Source: an optimization exercise on an open RTL-to-GDS flow (aim: small area, a short achievable clock period and few clock cycles per item). Production flows keep margins and buffers that such runs may drop. Function was checked by simulation only, so behaviour that the tests miss may differ from the original. No activity file was given, so power comes from the tool's default toggle rates.

==> flow/design.v, too long to show whole: its modules and the start of the top module <==
// module SequentialMultiplier128Bit: 3061 lines
module SequentialMultiplier128Bit(
    input [127:0] a,
    input [127:0] b,
    input reset_n,
    input clk,
    output [255:0] p,
    output done
    );
  // ...
==> flow/flow/run.sh <==
#!/bin/bash
# Own layout flow: the standard ORFS flow (standard.sh, unchanged synthesis) with two
# layout settings changed:
#  - the port buffers that buffer_ports inserts are sky130_fd_sc_hd__buf_2 instead of the
#    delay-type buffer it picks by default (every input and output port still gets a buffer);
#  - MATCH_CELL_FOOTPRINT=0, so the timing repair may resize a cell to one of another width.
# Each tool's full output goes to standard.log here and to ORFS's own logs under orfs/logs.
set -euo pipefail
export BUFFER_PORTS_ARGS="-buffer_cell sky130_fd_sc_hd__buf_2"
bash standard.sh MATCH_CELL_FOOTPRINT=0 "BUFFER_PORTS_ARGS=-buffer_cell sky130_fd_sc_hd__buf_2" finish > standard.log 2>&1
test -s out/final.def
==> flow/standard.sh <==
#!/bin/bash
# synth_recipe.tcl (not shown) runs the flow's synth.tcl, then flattens the netlist and writes it again
# the make line also repeats each setting of config.mk as NAME=value (left out here)
make -C /OpenROAD-flow-scripts/flow DESIGN_CONFIG=/design/flow/config.mk WORK_HOME=/design/flow/orfs CLKGATE_MAP_FILE= SYNTH_SCRIPT=/design/flow/synth_recipe.tcl "${@:-finish}"
==> flow/config.mk <==
export PLATFORM = sky130hd
export DESIGN_NAME = SequentialMultiplier128Bit
export DESIGN_NICKNAME = SequentialMultiplier128Bit
export VERILOG_FILES = /design/flow/design.v
export SDC_FILE = /design/flow/constraint.sdc
export NUM_CORES = 4
export LEC_CHECK = 0
export ABC_AREA = 1
export CAP_MARGIN = 20
export CORE_MARGIN = 2
export CORE_UTILIZATION = 50
export SETUP_SLACK_MARGIN = 2.7
export SLEW_MARGIN = 20
export TNS_END_PERCENT = 5
==> flow/constraint.sdc <==
create_clock -name core_clock -period 5.5 [get_ports {clk}]
set_input_delay 1.1000 -clock core_clock [delete_from_list [all_inputs] [get_ports {clk}]]
set_output_delay 1.1000 -clock core_clock [all_outputs]
set_load 0.01 [all_outputs]
==> results.txt, run 1 <==
GRT busiest layer=met2; worst clock skew=around 0.065 ns; P_clk=between 0.003 and 0.004 W; Multi-In Gates=~4700; worst path cell trace=buf_2, clkinvlp_4, o22ai_1, xor2_1, fa_1, xnor2_1, inv_1, nor2_1, inv_1, and3_1, o21a_1, o21ai_1, nand2_1; DR WL met2=74700 microns; Largest register FFs=between 100 and 150; peak supply drop=around 280 uV; syn_nets=between 6000 and 7000; compound-gate portion of the synthesized area=0.179; # Post-CTS Setup Buffers=26; Synth Flop Type=dfxtp_1; critical path's top delay family=compound AO/OA/AOI/OAI gates; Port Buffers=~500; cts repair resizes=roughly 160; wire per inst=~22 microns; status=no timing/DRC/antenna violations; crit path time final=2.91 ns; seq_cells=437; post-synthesis sequential area ratio=0.224; Logic pwr share=0.613; Syn-to-layout area delta=14.9%; Inverters excl. clock=~550; final worst path period share=0.529; core area=approximately 90000 sq um; Worst Reg-to-Reg Cells=13; largest power group=combinational cells; Slew @ Worst Pin=around 1.1 ns; antenna violations before repair=12; Seq group=between 0.004 and 0.005 W; WP data arrival=roughly 3.4 ns; most frequent cells in the layout=nand2_1 (1272), xor2_1 (658), buf_2 (512); multi-input logic area=31500 sq um; storage element area=a little over 10000 sq um; max cap viols=0; count leader, synth=nand2_1; EDFF count, synth=128; Req. time, crit path=just over 6 ns; GR Util All Layers=0.336; largest net degree at the start of global routing=approximately 130; Yosys top cell area share=0.133; Clk pwr share=0.172; Slew HR=0.274; ANT cells=7; Min-Delay Path Class=in -> async
Testbench counts, summed over its fixed seeds: cycles 6,912, items 384.
==> run 2: changes to the inputs <==
--- a/flow/config.mk
+++ b/flow/config.mk
@@ -9,5 +9,6 @@
 export CAP_MARGIN = 20
 export CORE_MARGIN = 2
-export CORE_UTILIZATION = 50
+export CORE_UTILIZATION = 65
+export PLACE_DENSITY = 0.7
 export SETUP_SLACK_MARGIN = 2.7
 export SLEW_MARGIN = 20
==> run 2 against run 1 <==
Effect of this change: combinational power barely moved; utilization grew 16 points; non-clock buffer count shrank 24; total power down 1.6%; fmax down 1.3%; sequential power hardly changed; clock-buffer cell count is 2 lower; die area is 23% lower; design area decreased by 1.9%; global-route usage grew 8.0 points; critical endpoint is now p[188]; largest power group unchanged.
==> results.txt, run 2 <==
total CTS buffers=52; clk root buf=clkbuf_16; leading area contributor after synthesis=dfxtp_1; gr ovfl total=0; CTS tree=yes; peak supply drop=338 uV (+21%); worst flop-to-flop path startpoint=nz; RSZ-0062 raised after global routing=true; IO Pins=515; Largest register FFs=129 (unchanged); Reg with most FFs=S; Slew @ Worst Pin=1.04 ns (-0.0179 ns); clk buf depth=3; Synth Area per Inst=about 7.4 sq um; Commonest cells post-synth=nand2_1 (1291), xor2_1 (666), inv_1 (515); worst path cell trace=buf_4, buf_16, a22oi_2, fa_1, xnor2_1, xor2_1, nor2_1, o21ai_1, nand2_1; Initial Util=0.657; most frequent cells in the layout=nand2_1 (1277), xor2_1 (664), buf_2 (513); EDFF count, synth=128 (unchanged); Req. time, crit path=6.03 ns (about the same); Cell Pwr Density=between 400 and 500 nW/um^2; crit end category=register; Yosys top cell area share=0.133 (unchanged); WP data arrival=3.48 ns (+0.04 ns); vias in the first global route=~42000; top area cells in the synthesized netlist=dfxtp_1 (13%), xor2_1 (13%), fa_1 (11%); DIE AREA=between 70000 and 80000 sq um; slowest CP cell=dfrtp_4; Min-Delay Path Class=in -> async; share of cells above drive strength 1=0.141; Static Leak=23.6 nW; maximum clock frequency=between 0.3 and 0.4 GHz; Final Slew Violations=0; final count of negative-setup-slack endpoints=0; post-synthesis sequential area ratio=0.224 (unchanged); Logic pwr share=0.611 (-0.002); DRT iter0 DRCs=5040; largest net degree at the start of global routing=129 (unchanged); crit path launch type=register; Final Wtd Congestion=approximately 0.96; Max Fanout on Critical Path=between 80 and 90; Detail Placement HPWL=between 100000 and 150000 microns; critical setup path kind=reg -> reg; Mapped Area=45000 sq um; antenna violations before repair=19 (+7); Clock Latency Late Sink=0.66 ns; RR Endpoint=p[188]; DR vias/cell=about 6; status=no timing/DRC/antenna violations; final non-filler cell total=between 7000 and 8000; Clk pwr share=0.171 (about the same); FF-to-FF setup slack=2.55 ns; syn_nets=6716 (unchanged); critical path's top delay family=flip-flops; crit path time final=2.95 ns (+0.0397 ns); Worst Reg-to-Reg Cells=9 (-4); placed insts=between 7000 and 8000; Mapped Cells=6049; drt pass-1 iters=8; Rows=96; #FFs+latches synth=~440; synth warn=1; Syn-to-layout area delta=12.6%; cell-internal power=0.0116 W; worst clock skew=0.0530 ns (-0.0116 ns); GR Util All Layers=0.415 (+0.0798); commonest non-fill, non-tap cell in the layout=nand2_1; clk slew on worst S/H paths=~0.070 ns; wire per inst=21.3 microns (-2.7%); count leader, synth=nand2_1; Vias=44700; sequential power share=0.218; Clock Sinks=between 400 and 500; Buf/Inv on CP=2; DIE HEIGHT=around 270 microns; switch share=0.475; first-pass GRT wire length=between 200000 and 250000 microns; max cap viols=0 (unchanged); Distinct cells, synth=58; Port Buffers=514 (unchanged); die width=about 270 microns; Synth Flop Type=dfxtp_1; Post-synth ARST share=0.0206; core area=68600 sq um (-23%); Slew HR=0.287 (+0.0123); final setup TNS=0 ns; nets=between 6000 and 7000; Worst path max stage delay=around 0.55 ns; Routed Antenna Nets=0; htree depth=2; post-route setup slack=roughly 2.6 ns; Switch Pwr=0.0105 W; Post-Place Setup Slack=1.91 ns; Filler cells=5547; # DRC=0; final hold vios=0; drt total wl=roughly 160000 microns; final worst path period share=0.536 (+0.00722)
==> run 2: changes by cell type in the layout (fill, tap and decap cells not counted), moves of 8 or more <==
| cell | delta |
|---|---|
| buf_4 | -14 |
| fa_1 | +9 |
| a22oi_1 | +14 |
| clkinv_1 | -8 |
| xnor2_1 | +8 |
| xnor2_2 | -8 |
| fa_2 | -9 |
| a22oi_2 | -14 |
| o21ai_1 | -8 |
| dfxtp_1 | +13 |
==> run 2: layout make-up <==
class                           instances  area, sq um  share of cell area
Multi-Input combinational cell       4665        31300               0.618
Timing Repair inverter                  3         28.8            0.000567
Sequential cell                       437        10100               0.200
Clock inverter                         28          357             0.00703
Inverter                              541         2250              0.0443
Timing Repair Buffer                  617         3930              0.0775
Antenna cell                           14         35.0            0.000691
Clock buffer                           70         1490              0.0294
Tap cell                              931         1160              0.0230
==> run 2: per-stage QoR <==
| stage | area [sq um] | power (W) | hold WS (ns) | utilization |
|---|---|---|---|---|
| after floorplan | 45100 | 0.0149 | 0.420 | - |
| after global placement | 47100 | 0.0172 | 0.432 | 0.686 |
| after detailed placement | 47100 | 0.0174 | 0.444 | 0.686 |
| after CTS | 49900 | 0.0215 | 0.419 | 0.728 |
| after global routing | 50700 | 0.0236 | 0.450 | 0.740 |
| final | 50700 | 0.0222 | 0.426 | 0.740 |
==> run 2: cell families after synthesis <==
family	share of synthesized area
AOI/OAI and AO/OA	0.179
xor gates and xnor gates	0.168
DFF	0.224
and+or+nand+nor	0.182
buffers and inverters	0.0918
other	0.0000833
adders and majority gates	0.156
==> run 2: power groups by stage <==
stage | combinational (W) | sequential (W) | clock [W]
global route | 0.0149 | 0.00484 | 0.00391
global placement | 0.0123 | 0.00487 | 0
floorplan | 0.0105 | 0.00437 | 0
detailed placement | 0.0126 | 0.00485 | 0
finish | 0.0135 | 0.00483 | 0.00379
CTS | 0.0130 | 0.00478 | 0.00380
==> run 2: worst max path at each step <==
| stage | start | endpoint | slack (ns) | cells past startpoint |
|---|---|---|---|---|
| 3_3_place_gp | nz | p[188] | 1.90 | 11 |
| 3_5_place_dp | nz | p[188] | 1.91 | 11 |
| 6_report | nz | p[188] | 2.55 | 9 |
| 2_1_floorplan | b[4] | p[131] | 2.55 | 10 |
| 4_1_cts | S[26] | p[248] | 2.64 | 16 |
| 5_1_grt | nz | p[159] | 2.46 | 12 |
==> run 2: routing by layer <==
metal | global-route usage | vias up | wire length, microns
li1 | - | 20600 | -
met1 | 0.535 | 20800 | 59200
met2 | 0.662 | 2749 | 69300
met3 | 0.0832 | 575 | 17300
met4 | 0.214 | 10 | 9630
met5 | 0 | - | 68
==> run 2: what timing repair did <==
| item | CTS | global route |
|---|---|---|
| gates cloned | 6 | 5 |
| pin swaps | 20 | 35 |
| buffers inserted | 25 | 36 |
| gates resized for setup | 195 | 85 |
| setup endpoints to repair | 255 | 215 |
| endpoints found under the hold margin | 0 | 0 |
| hold buffers | 0 | 0 |
==> run 3: changes to the inputs <==
--- a/flow/config.mk
+++ b/flow/config.mk
@@ -9,7 +9,6 @@
 export CAP_MARGIN = 20
 export CORE_MARGIN = 2
-export CORE_UTILIZATION = 65
-export PLACE_DENSITY = 0.7
-export SETUP_SLACK_MARGIN = 2.7
+export CORE_UTILIZATION = 50
+export SETUP_SLACK_MARGIN = 3.2
 export SLEW_MARGIN = 20
 export TNS_END_PERCENT = 5
==> run 3 against run 2 <==
Effect of this change: clock power barely moved; sequential share of layout area shrank 0.68 points; synthesized cell count unchanged; largest power group unchanged.
==> results.txt, run 3 <==
status=no timing/DRC/antenna violations; DRT iter0 DRCs=3692 (-27%); #FFs+latches synth=437 (unchanged); DR vias/cell=5.82 (-4.9%); max cap viols=0 (unchanged); Distinct cells, synth=58 (unchanged); peak supply drop=253 uV (-25%); crit end category=register; vias in the first global route=43400 (+4.1%); Detail Placement HPWL=113000 microns (+5.0%); first-pass GRT wire length=259000 microns (+11%); Filler cells=8426 (+52%); final non-filler cell total=7616 (+4.2%); Synth Area per Inst=7.45 sq um (unchanged); Slew @ Worst Pin=1.04 ns (-0.00650 ns); Final Wtd Congestion=0.925 (-4.0%); syn_nets=6716 (unchanged); Vias=44400 (-0.83%); post-synthesis sequential area ratio=0.224 (unchanged); # DRC=0 (unchanged); most frequent cells in the layout=nand2_1 (1262), xor2_1 (660), buf_2 (513); drt pass-1 iters=6 (-2); Commonest cells post-synth=nand2_1 (1291), xor2_1 (666), inv_1 (515); Req. time, crit path=6.05 ns (+0.02 ns); Yosys top cell area share=0.133 (unchanged); Post-Place Setup Slack=1.92 ns (+0.0175 ns); die width=304 microns (+14%); Final Slew Violations=0 (unchanged); Synth Flop Type=dfxtp_1; Max Fanout on Critical Path=14 (-83%); wire per inst=22.8 microns (+7.1%); Static Leak=24.0 nW (+1.7%); worst clock skew=0.0681 ns (+0.0151 ns); final hold vios=0 (unchanged); leading area contributor after synthesis=dfxtp_1; crit path launch type=register; final count of negative-setup-slack endpoints=0 (unchanged); post-route setup slack=2.58 ns (+0.0285 ns); Reg with most FFs=S; htree depth=2 (unchanged); clk root buf=clkbuf_16; Clock Sinks=437 (unchanged); gr ovfl total=0 (unchanged); RSZ-0062 raised after global routing=true; Port Buffers=514 (unchanged); hold slack final=0.359 ns (-0.0670 ns); Post-synth ARST share=0.0206 (unchanged); Routed Antenna Nets=0 (unchanged); clk slew on worst S/H paths=0.06 ns (about the same); maximum clock frequency=0.342 GHz (+0.98%); count leader, synth=nand2_1; top area cells in the synthesized netlist=dfxtp_1 (13%), xor2_1 (13%), fa_1 (11%); Min-Delay Path Class=in -> async; nets=7056 (+1.0%); share of cells above drive strength 1=0.180 (+0.0384); WP data arrival=3.47 ns (about the same); crit path time final=2.92 ns (-0.0285 ns); EDFF count, synth=128 (unchanged); critical setup path kind=reg -> reg; synth warn=1 (unchanged); IO Pins=515 (unchanged); placed insts=7368 (+3.5%); Cell Pwr Density=440 nW/um^2 (+0.77%); largest net degree at the start of global routing=129 (unchanged); Syn-to-layout area delta=17.2%; Clock Latency Late Sink=0.70 ns (+0.04 ns); DIE AREA=92500 sq um (+30%); final worst path period share=0.531 (-0.00518); core area=89600 sq um (+31%); total CTS buffers=55 (+5.8%); drt total wl=174000 microns (+12%); DIE HEIGHT=304 microns (+14%); hold buffer count at CTS=0 (unchanged); CTS tree=yes; Largest register FFs=129 (unchanged); clk buf depth=3 (unchanged); Initial Util=0.503 (-0.154); Slew HR=0.309 (+0.0223); Rows=110 (+15%); commonest non-fill, non-tap cell in the layout=nand2_1; Mapped Area=45000 sq um (unchanged); Mapped Cells=6049 (unchanged); final setup TNS=0 ns (unchanged); FF-to-FF setup slack=2.58 ns (+0.03 ns); antenna violations before repair=9 (-10); GR Util All Layers=0.360 (-0.0559)
run 3: changes by cell type in the layout (fill, tap and decap cells not counted), moves of 28 or more:
| cell | change |
|---|---|
| a22oi_1 | -36 |
| a22oi_2 | +36 |
| buf_4 | +46 |
| dfxtp_1 | -33 |
| dfxtp_2 | +28 |
| inv_1 | -33 |
run 3: per-stage QoR:
stage	area, sq um	util	power (W)
after floorplan	45300	-	0.0149
after global placement	47600	0.531	0.0174
after detailed placement	47600	0.531	0.0176
after CTS	52000	0.581	0.0226
after global routing	52800	0.589	0.0248
final	52800	0.589	0.0232
run 3: repair_timing:
action / 4_1_cts / 5_1_grt
cloned: 23 / 7
setup buffers: 82 / 28
endpoints found under the setup margin: 558 / 590
pin swaps: 111 / 61
gates resized for setup: 343 / 92
run 3: final timing paths:
path / start / endpoint / cells past startpoint
worst max-delay path: pl[0] / p[183] / 10
worst min register to register: done_r / done_r / 1
worst max register to register: pl[0] / p[183] / 10
max in group asynchronous: reset_n / nz / 2
min in group core_clock: done_r / done_r / 1
worst min-delay path: reset_n / cnt[3] / 1
run 3: cell type report:
cell class                 instances  area, sq um  area share
timing repair inverter             8         72.6     0.00137
sequential                       437        10200       0.193
antenna                            7         17.5    0.000332
multi-input combinational       4661        32000       0.606
timing repair buffer             685         4750      0.0899
clock buffer                      74         1520      0.0287
clock inverter                    27          334     0.00633
tap                             1176         1470      0.0279
inverter                         541         2420      0.0458
run 3: critical path, stage by stage, from the launching register on:
cell	delay [ns]
edfxtp_1	0.53
nand2_8	0.23
clkinv_16	0.13
clkbuf_16	0.23
a22oi_1	0.19
fa_1	0.50
xnor2_1	0.23
xor2_1	0.29
o21ai_0	0.17
a21oi_1	0.19
nor2_1	0.06
run 3: power breakdown:
group          internal [W]  switching [W]
clock network       0.00218        0.00165
registers           0.00396       0.000875
logic               0.00621        0.00837
run 3: routing by layer:
layer | share of wire | GRT usage | vias to the layer above | wire, microns
met5 | 0.00013 | 0 | - | 23
met4 | 0.049 | 0.164 | 4 | 8450
met3 | 0.082 | 0.0559 | 429 | 14200
met2 | 0.47 | 0.610 | 2019 | 82300
met1 | 0.40 | 0.450 | 21200 | 68600
li1 | - | - | 20700 | -
run 3: cells by family (layout without fill, tap and decap cells):
family | count (synthesis) | count (layout) | synth area share
flops | 437 | 437 | 0.224
compound gates | 1372 | 1372 | 0.179
buf+inv | 953 | 1335 | 0.0918
xor+xnor | 863 | 863 | 0.168
fa+ha+maj | 409 | 409 | 0.156
simple gates | 2014 | 2016 | 0.182
other cells | 1 | 8 | 0.0000833
==> run 4: changes to the inputs <==
==> flow/flow/run.sh (replaced) <==
#!/bin/bash
# Own layout flow: the standard ORFS flow (standard.sh, unchanged synthesis) with two
# layout settings changed:
#  - the port buffers that buffer_ports inserts are sky130_fd_sc_hd__buf_1 instead of the
#    delay-type buffer it picks by default (every input and output port still gets a buffer);
#  - MATCH_CELL_FOOTPRINT=0, so the timing repair may resize a cell to one of another width.
# Each tool's full output goes to standard.log here and to ORFS's own logs under orfs/logs.
set -euo pipefail
export BUFFER_PORTS_ARGS="-buffer_cell sky130_fd_sc_hd__buf_1"
bash standard.sh MATCH_CELL_FOOTPRINT=0 "BUFFER_PORTS_ARGS=-buffer_cell sky130_fd_sc_hd__buf_1" finish > standard.log 2>&1
test -s out/final.def
--- a/flow/config.mk
+++ b/flow/config.mk
@@ -10,5 +10,5 @@
 export CORE_MARGIN = 2
 export CORE_UTILIZATION = 50
-export SETUP_SLACK_MARGIN = 3.2
+export SETUP_SLACK_MARGIN = 2.7
 export SLEW_MARGIN = 20
 export TNS_END_PERCENT = 5
==> run 4 against run 3 <==
Effect of this change: critical path type unchanged; still clean on timing, DRC and antenna; sequential power about the same; utilization down 0.97 points; non-clock buffer count up 2; largest power group unchanged; synthesized cell count unchanged.
==> results.txt, run 4 <==
drt pass-1 iters=6 (unchanged); Mapped Area=45000 sq um (unchanged); top area cells in the synthesized netlist=dfxtp_1 (13%), xor2_1 (13%), fa_1 (11%); RSZ-0062 raised after global routing=true; worst clock skew=0.0704 ns (+0.00224 ns); Clock Latency Late Sink=0.71 ns (about the same); Slew HR=0.267 (-0.0416); Slew @ Worst Pin=1.07 ns (+0.0347 ns); Vias=44400 (+0.20%); Worst path max stage delay=0.50 ns (-0.03 ns); critical setup path kind=reg -> reg; crit path time final=2.87 ns (-0.0489 ns); Clock Sinks=437 (unchanged); Post-Place Setup Slack=1.82 ns (-0.101 ns); Synth Area per Inst=7.45 sq um (unchanged); Yosys top cell area share=0.133 (unchanged); maximum clock frequency=0.348 GHz (+1.7%); crit path launch type=register; Post-synth ARST share=0.0206 (unchanged); DIE AREA=92500 sq um (unchanged); #FFs+latches synth=437 (unchanged); Largest register FFs=129 (unchanged); share of cells above drive strength 1=0.0944 (-0.0854); Final Slew Violations=0 (unchanged); crit end category=register; Static Leak=22.9 nW (-4.9%); critical path's top delay family=XOR/XNOR gates; WP data arrival=3.50 ns (+0.03 ns); Final Wtd Congestion=0.925 (about the same); total CTS buffers=55 (unchanged); largest net degree at the start of global routing=129 (unchanged); post-synthesis sequential area ratio=0.224 (unchanged); DRT iter0 DRCs=4259 (+15%); syn_nets=6716 (unchanged); met3 Use GR=0.0602 (+0.00432); worst path cell trace=inv_4, nand2_8, clkinv_16, buf_12, clkbuf_16, a22oi_1, fa_1, xnor2_1, xor2_1, xnor2_2, nand2_1, nand2_1; clk buf depth=3 (unchanged); # DRC=0 (unchanged); CP dominant cell by count=nand2_1; first-pass GRT wire length=247000 microns (-4.6%); hold slack final=0.408 ns (+0.0489 ns); GR Util All Layers=0.340 (-0.0192); final count of negative-setup-slack endpoints=0 (unchanged); final setup TNS=0 ns (unchanged); Synth Flop Type=dfxtp_1; clk root buf=clkbuf_16; CTS tree=yes; IO Pins=515 (unchanged); Routed Antenna Nets=0 (unchanged); die width=304 microns (unchanged); Detail Placement HPWL=112000 microns (-0.81%); synth warn=1 (unchanged); DR vias/cell=5.83 (+0.15%); final worst path period share=0.522 (-0.00888); DIE HEIGHT=304 microns (unchanged); post-route setup slack=2.63 ns (+0.0489 ns); Rows=110 (unchanged); htree depth=2 (unchanged); Commonest cells post-synth=nand2_1 (1291), xor2_1 (666), inv_1 (515); Syn-to-layout area delta=15.3%; slowest CP cell=dfrtp_4; Min-Delay Path Class=in -> async; core area=89600 sq um (unchanged); Port Buffers=514 (unchanged); drt total wl=172000 microns (-0.85%); count leader, synth=nand2_1; M1 GR Usage=0.456 (+0.00585); Initial Util=0.503 (unchanged); Buf/Inv on CP=4 (+2); status=no timing/DRC/antenna violations; max cap viols=0 (unchanged); Mapped Cells=6049 (unchanged); peak supply drop=289 uV (+14%); GRT busiest layer=met2; EDFF count, synth=128 (unchanged); Reg with most FFs=S; most frequent cells in the layout=nand2_1 (1256), xor2_1 (659), o22ai_1 (509); Levels on crit path=12 (+2); gr ovfl total=0 (unchanged); met2 usage=0.551 (-0.0591); Max Fanout on Critical Path=8 (-6); commonest non-fill, non-tap cell in the layout=nand2_1; clk slew on worst S/H paths=0.06 ns (about the same); Worst Reg-to-Reg Cells=12 (+2); wire per inst=22.6 microns (-0.90%); Cell Pwr Density=446 nW/um^2 (+1.3%); Distinct cells, synth=58 (unchanged); Req. time, crit path=6.13 ns (+0.08 ns); vias in the first global route=41600 (-4.0%); nets=7059 (+0.043%); Power Total=0.0232 W (-0.36%); leading area contributor after synthesis=dfxtp_1; antenna violations before repair=7 (-2); final hold vios=0 (unchanged)
## run 4: final cells by class
type                    instances  area, sq um
repair buffers                687         4050
fillers                      8512        37700
multi-input cells            4665        31800
diodes                          5         12.5
flip-flops and latches        437        10200
clock buffers                  72         1590
clock inverters                32          432
well taps                    1176         1470
inverters                     541         2280
repair inverters                5         56.3
## run 4: kinds of logic (layout without fill, tap and decap cells)
| group | after synthesis | after routing | share of synthesized area |
|---|---|---|---|
| buffers and inverters | 953 | 1337 | 0.0918 |
| AND/OR/NAND/NOR | 2014 | 2020 | 0.182 |
| AO/OA/AOI/OAI | 1372 | 1372 | 0.179 |
| other | 1 | 6 | 0.0000833 |
| flip-flops | 437 | 437 | 0.224 |
| adder cells (fa/ha/maj) | 409 | 409 | 0.156 |
| XOR/XNOR | 863 | 863 | 0.168 |
## run 4: path summary, 6_finish.rpt
path                               from     end  slack (ns)
worst max-delay path                 nz  p[182]        2.63
worst min-delay path            reset_n      nz        0.41
worst max register to register       nz  p[182]        2.63
worst min register to register   neg[3]  C[128]        0.44
max in group asynchronous       reset_n  cnt[0]        3.91
min in group core_clock          neg[3]  C[128]        0.44
## run 4: report_power, final
group | switching, W | leakage, nW | internal, W
Combinational | 0.00833 | 18.0 | 0.00588
Clock | 0.00174 | 0.976 | 0.00239
Sequential | 0.000863 | 3.86 | 0.00395
Total | 0.0109 | 22.9 | 0.0122
## run 4: repair_timing
| item | in CTS | in global routing |
|---|---|---|
| hold buffers | 0 | 0 |
| gates cloned | 8 | 16 |
| pin swaps | 19 | 91 |
| setup buffers | 33 | 89 |
| endpoints found under the setup margin | 256 | 254 |
| resized for setup | 147 | 282 |
## run 4: metal layers
metal  wire length, microns  part of all wire  vias up
li1                       -                 -    20800
met1                  70600              0.41    21100
met2                  77400              0.45     2120
met3                  16000             0.093      421
met4                   7990             0.046        4
met5                     23           0.00013        -
## run 4: through the flow
stage | instance area [sq um] | util | std cells
after floorplan | 45100 | - | 6049
after global placement | 46800 | 0.522 | 7365
after detailed placement | 46800 | 0.522 | 7365
after CTS | 49800 | 0.556 | 7510
after global routing | 51900 | 0.580 | 7620
final | 51900 | 0.580 | 7620

==> static timing again, ports no longer ideal <==
No port has a modelled driver above. Below, the same layouts with a new extraction and two added sets of constraints. Step 1 (the two cells are an assumption about what drives the block):
set clk [get_ports {clk}]
set_driving_cell -lib_cell sky130_fd_sc_hd__clkbuf_16 $clk
set_driving_cell -lib_cell sky130_fd_sc_hd__buf_2 [delete_from_list [all_inputs] $clk]
Step 2 adds t to the input delays and takes it off the output delays; t is the mean of the earliest and latest rising clock arrival at the registers after step 1. Input paths then give back, and output paths get back, about the clock's delay inside the block. Three values: no drivers, after step 1, after step 2; two values: the first two.
run | shift t [ns] | slack for setup (ns) | worst setup path after step 2 | worst register clock-pin slew, ns
run 1 | 0.732 | 2.590 / 2.624 / 1.906 | input to register | 0.06 / 0.06
run 2 | 0.707 | 2.550 / 2.550 / 1.979 | input to register | 0.07 / 0.07
run 3 | 0.740 | 2.579 / 2.579 / 1.985 | input to register | 0.07 / 0.07
run 4 | 0.751 | 2.628 / 2.628 / 1.960 | input to register | 0.07 / 0.07
After both steps every run listed still meets setup and hold. For run 1, which loses most, drivers alone change the setup slack by +0.034 ns; drivers and shift together by -0.684 ns.
